What follows belongs to an exercise in optimizing a design on an open flow for small area; a production flow would make more cautious choices.
The RTL was checked by simulation tests, not by an equivalence proof against the original design.
The clock port is modelled as an ideal driver; clocking choices that lean on that would not hold on a real chip.
Power and IR drop assume default switching activity.

Setup of v6:
==> flow/design.v (excerpt) <==
module top(
    input clk,
    input reset,
    input [2:0] btn,
    input [7:0] sw,
    input RsRx,
    output RsTx,
    output [15:0] led,
    output uartTx,
    output uartRx
    );
reg [6:0] l;
reg [4:0] g;
reg       first_done;    
reg [2:0] j6;            
wire l_end = (l == 7'd14);
always @(posedge clk, posedge reset) begin
    if (reset) begin
        l <= 7'd14;
        g <= 5'd5;
        first_done <= 1'b0;
        j6 <= 3'd0;
    end else begin
        l <= {l[5:0], ~(l[6] ^ l[5] ^ l_end)};
        g <= (l_end & (g == 5'd19)) ? 5'd0 : g + {4'd0, l_end};
        first_done <= first_done | g[4];
        j6 <= {j6[1:0], ~j6[2]};
    end
end
reg [3:0] k;           
reg [7:0] d;           
reg       cy;          
wire load = first_done & l_end & (g == 5'd5);
wire k_inc = first_done & l_end & (g == 5'd15);    
wire [3:0] addend = {k[3] & ~k[1], k[2], k[1] & ~k[3], k[0]};
always @(posedge clk, posedge reset) begin
    if (reset) k <= 4'd0;
    else if (k_inc) k <= (k == 4'd10) ? 4'd0 : k + 4'd1;
end
always @(posedge clk) begin
    if (load) d <= sw;
end
wire a_bit = ~g[2] & addend[g[1:0]];
wire d_bit = d[g[2:0]];
wire s_bit = d_bit ^ a_bit ^ cy;
always @(posedge clk) begin
    if (l_end) cy <= g[3] & ((d_bit & a_bit) | (d_bit & cy) | (a_bit & cy));
end
wire tx_low = first_done & ((g == 5'd7) | (g[3] & ~g[4] & ~s_bit));
assign RsTx = ~tx_low;
assign uartTx = RsTx;
assign uartRx = RsRx;
reg [3:0] p;
reg [3:0] t;
reg m_a, m_b, m_nl;    
wire rx_tick = ~j6[2] & ~j6[0];
wire rx_idle = p[3] & ~p[2] & p[0];
wire rx_done = (p == 4'd9);
reg [2:0] ptr;
wire ptr0 = (ptr == 3'd0);
wire [2:0] i = p[2:0];
wire [7:0] c_u = 8'h55, c_d = 8'h44, c_p = 8'h50, c_n = 8'h4E, c_nl = 8'h0A;
wire e_a  = ptr0 ? c_u[i] : c_p[i];
wire e_b  = ptr0 ? c_d[i] : c_n[i];
wire e_nl = c_nl[i];
wire sample = rx_tick & (&t) & ~p[3];
always @(posedge clk, posedge reset) begin
    if (reset) p <= 4'd11;
    else if (rx_idle) p <= {1'b1, ~RsRx, 2'b11};
    else if (rx_tick) p <= p + {3'd0, &t};
end
always @(posedge clk) begin
    if (rx_idle) t <= 4'd8;
    else if (rx_tick) t <= t + 4'd1;
end
always @(posedge clk) begin
    if (rx_idle) begin
        m_a <= 1'b1; m_b <= 1'b1; m_nl <= 1'b1;
    end else if (sample) begin
        m_a <= m_a & (RsRx == e_a);
        m_b <= m_b & (RsRx == e_b);
  ...
==> module top, before the edit <==
module top(
    input clk,
    input reset,
    input [2:0] btn,
    input [7:0] sw,
    input RsRx,
    output RsTx,
    output [15:0] led,
    output uartTx,
    output uartRx
    );
reg [6:0] l;
reg [4:0] g;
reg       first_done;    
reg [2:0] j6;            
wire l_end = (l == 7'd14);
always @(posedge clk, posedge reset) begin
    if (reset) begin
        l <= 7'd14;
        g <= 5'd5;
        first_done <= 1'b0;
        j6 <= 3'd0;
    end else begin
        l <= {l[5:0], ~(l[6] ^ l[5] ^ l_end)};
        g <= (l_end & (g == 5'd19)) ? 5'd0 : g + {4'd0, l_end};
        first_done <= first_done | g[4];
        j6 <= {j6[1:0], ~j6[2]};
    end
end
reg [3:0] k;           
reg [7:0] d;           
reg       cy;          
wire load = first_done & l_end & (g == 5'd5);
wire k_inc = first_done & l_end & (g == 5'd15);    
wire [3:0] addend = {k[3] & ~k[1], k[2], k[1] & ~k[3], k[0]};
always @(posedge clk, posedge reset) begin
    if (reset) k <= 4'd0;
    else if (k_inc) k <= (k == 4'd10) ? 4'd0 : k + 4'd1;
end
always @(posedge clk) begin
    if (load) d <= sw;
end
wire a_bit = ~g[2] & addend[g[1:0]];
wire d_bit = d[g[2:0]];
wire s_bit = d_bit ^ a_bit ^ cy;
always @(posedge clk) begin
    if (l_end) cy <= g[3] & ((d_bit & a_bit) | (d_bit & cy) | (a_bit & cy));
end
wire tx_low = first_done & ((g == 5'd7) | (g[3] & ~g[4] & ~s_bit));
assign RsTx = ~tx_low;
assign uartTx = RsTx;
assign uartRx = RsRx;
reg [3:0] p;
reg [3:0] t;
reg m_a, m_b, m_nl;    
wire rx_tick = ~j6[2] & ~j6[0];
wire rx_idle = p[3] & ~p[2] & p[0];
wire rx_done = (p == 4'd9);
reg [2:0] ptr;
wire ptr0 = (ptr == 3'd0);
wire [2:0] i = p[2:0];
wire [7:0] c_u = 8'h55, c_d = 8'h44, c_p = 8'h50, c_n = 8'h4E, c_nl = 8'h0A;
wire e_a  = ptr0 ? c_u[i] : c_p[i];
wire e_b  = ptr0 ? c_d[i] : c_n[i];
wire e_nl = c_nl[i];
wire sample = rx_tick & (&t) & ~p[3];
always @(posedge clk, posedge reset) begin
    if (reset) p <= 4'd11;
    else if (rx_idle) p <= {1'b1, ~RsRx, 2'b11};
    else if (rx_tick) p <= p + {3'd0, &t};
end
always @(posedge clk) begin
    if (rx_idle) t <= 4'd8;
    else if (rx_tick) t <= t + 4'd1;
end
always @(posedge clk) begin
    if (rx_idle) begin
        m_a <= 1'b1; m_b <= 1'b1; m_nl <= 1'b1;
    end else if (sample) begin
        m_a <= m_a & (RsRx == e_a);
        m_b <= m_b & (RsRx == e_b);
        m_nl <= m_nl & (RsRx == e_nl);
    end
end
reg b0u, b0d, b1p, b1n;
always @(posedge clk, posedge reset) begin
    if (reset) ptr <= 3'd0;
    else ptr <= (rx_done & m_nl) ? 3'd0 : ptr + {2'd0, rx_done};
end
always @(posedge clk) begin
    if (rx_done && !m_nl && ptr == 3'd0) begin b0u <= m_a; b0d <= m_b; end
    if (rx_done && !m_nl && ptr == 3'd1) begin b1p <= m_a; b1n <= m_b; end
end
wire cmd_up = rx_done & m_nl & b0u & b1p;
wire cmd_dn = rx_done & m_nl & b0d & b1n;
reg prev_btn;
always @(posedge clk) prev_btn <= btn[0];
wire btn_edge = btn[0] & ~prev_btn;
reg [1:0] mode;
always @(posedge clk, posedge reset) begin
    if (reset) mode <= 2'd0;
    else if (cmd_up) mode <= 2'd1;
    else if (cmd_dn) mode <= 2'd2;
    else if (btn_edge) mode <= (mode == 2'd3) ? 2'd1 : mode + 2'd1;
end
reg [6:0] q;
reg zf, dn;
reg [13:0] cnt_led;
wire counting = mode[0] ^ mode[1];
wire step = counting & (q == 7'd75);
wire [14:0] c;
assign c[0] = step & ~zf;
genvar gi;
generate for (gi = 0; gi < 14; gi = gi + 1) begin : g_ch
    assign c[gi+1] = c[gi] & (cnt_led[gi] ^ dn);
end endgenerate
wire up_wrap = ~dn & (&{cnt_led[13], cnt_led[10:8], cnt_led[3:0]});
wire clr = step & (zf | up_wrap);
wire dn_wrap = c[14];
localparam [13:0] K9999 = 14'd9999;
always @(posedge clk, posedge reset) begin
    if (reset) cnt_led <= 14'd0;
    else cnt_led <= (cnt_led ^ c[13:0]) & {14{~clr}} & (K9999 | {14{~dn_wrap}});
end
always @(posedge clk) begin
    q <= (counting & ~step) ? {q[5:0], ~(q[6] ^ q[5])} : 7'd0;
    if (!counting) zf <= 1'b1;
    else if (step) zf <= 1'b0;
end
always @(posedge clk) if (step) dn <= mode[1];
assign led = {mode, cnt_led};
endmodule
clock: 10.0 ns
lec_check: 0
abc_area: 1
cap_margin: 20
core_margin: 2
core_utilization: 50
slew_margin: 20
standard.sh (not shown) runs the stock make flow with config.mk's settings and CLKGATE_MAP_FILE= SYNTH_SCRIPT=/design/flow/synth_recipe.tcl, a recipe that flattens the netlist after the stock synthesis.
==> flow/flow/run.sh <==
#!/bin/bash
# Standard ORFS layout (the standard.sh) with these changes:
#  - synthesis maps logic with an area-oriented ABC script (flow/abc_area.script,
#    used through ABC_AREA=1 from a local copy of the ORFS scripts folder);
#    registers and the rest of synthesis are unchanged;
#  - port buffers are sky130_fd_sc_hd__buf_1;
#  - the clock tree is built from clkbuf_8 without dummy loads, then each clock
#    buffer is downsized while flip-flop clock slews stay under 110 ps (flow/post_cts.tcl).
set -euo pipefail
rm -rf orfs_scripts
cp -r "$FLOW_HOME/scripts" orfs_scripts
cp flow/abc_area.script orfs_scripts/abc_area.script
export SCRIPTS_DIR="$PWD/orfs_scripts"
export BUFFER_PORTS_ARGS="-buffer_cell sky130_fd_sc_hd__buf_1"
export CTS_ARGS="-sink_clustering_enable -repair_clock_nets -dont_use_dummy_load -buf_list sky130_fd_sc_hd__clkbuf_8"
export POST_CTS_TCL="$PWD/flow/post_cts.tcl"
bash standard.sh > standard.log 2>&1
Other scripts of this flow, unchanged in this note and not shown: flow/flow/abc_area.script, flow/flow/post_cts.tcl
The flow did not stop early for v6: all stages ran, and the layout cleared the timing, design-rule and antenna checks.
Edits applied to the flow inputs when going from v6 to v7:
-- flow/design.v --
<<< v6, line 24
    end else begin
        l <= {l[5:0], ~(l[6] ^ l[5] ^ l_end)};
        g <= (l_end & (g == 5'd19)) ? 5'd0 : g + {4'd0, l_end};
        first_done <= first_done | g[4];
        j6 <= {j6[1:0], ~j6[2]};
>>> v7, line 24
    end else begin
        l <= {l[5:0], ~(l[6] ^ l[5] ^ l_end)};
        if (l_end) g <= (g == 5'd19) ? 5'd0 : g + 5'd1;
        first_done <= first_done | g[4];
        j6 <= {j6[1:0], ~j6[2]};
<<< v6, line 65
wire e_b  = ptr0 ? c_d[i] : c_n[i];
wire e_nl = c_nl[i];
wire sample = rx_tick & (&t) & ~p[3];
always @(posedge clk, posedge reset) begin
    if (reset) p <= 4'd11;
    else if (rx_idle) p <= {1'b1, ~RsRx, 2'b11};
    else if (rx_tick) p <= p + {3'd0, &t};
end
always @(posedge clk) begin
>>> v7, line 65
wire e_b  = ptr0 ? c_d[i] : c_n[i];
wire e_nl = c_nl[i];
wire sample = ~rx_idle & rx_tick & (t == 4'd15) & ~p[3];
always @(posedge clk, posedge reset) begin
    if (reset) p <= 4'd11;
    else if (rx_idle) p <= {1'b1, ~RsRx, 2'b11};
    else if (rx_tick && t == 4'd15) p <= p + 4'd1;
end
always @(posedge clk) begin
<<< v6, line 87
always @(posedge clk, posedge reset) begin
    if (reset) ptr <= 3'd0;
    else ptr <= (rx_done & m_nl) ? 3'd0 : ptr + {2'd0, rx_done};
end
always @(posedge clk) begin
>>> v7, line 87
always @(posedge clk, posedge reset) begin
    if (reset) ptr <= 3'd0;
    else if (rx_done) ptr <= m_nl ? 3'd0 : ptr + 3'd1;
end
always @(posedge clk) begin
==> comparison <==
- The via count of v7 exceeds that of v6 by about 2.1%.
- From v6 to v7 the numbers moved as follows: relative slew slack shows an increase of 16 points, leakage power of the design shows an increase of about 2%, length of routed met3 wiring shows an increase of about 1.6%, combinational power shows an increase of about 4%.
- Between v7 and v6, the clock power figures differ only marginally.
- Worst setup slack: v7 vs v6 up 0.24 ns
- On area of the multi-input gates: v7 sits above v6.
- Delta (v7 minus v6): minimum clock period fell 0.24 ns, final wirelength picked up an extra 1.2%, cell count after placement increased about 5.5%.

## port drivers added, routing unchanged
The flow's constraints put no driver on any port. The routed layouts listed below were extracted and timed again, unchanged, in two steps.
Step 1 (the two cells are an assumption about what drives the block):
set clk [get_ports {clk}]
set_driving_cell -lib_cell sky130_fd_sc_hd__clkbuf_16 $clk
set_driving_cell -lib_cell sky130_fd_sc_hd__buf_2 [delete_from_list [all_inputs] $clk]
Step 2 adds t to the input delays and takes it off the output delays; t is the mean of the earliest and latest rising clock arrival at the registers after step 1. Input paths then give back, and output paths get back, about the clock's delay inside the block.
a / b / c = ideal / step 1 / step 2; a / b = the first two.
run | t, ns | setup slack, ns | hold slack, ns
v6 | 0.508 | 5.189 / 5.164 / 5.460 | 0.363 / 0.363 / 0.363
v7 | 0.468 | 5.431 / 5.405 / 5.567 | 0.360 / 0.360 / 0.360
After both steps every run listed still meets setup and hold.
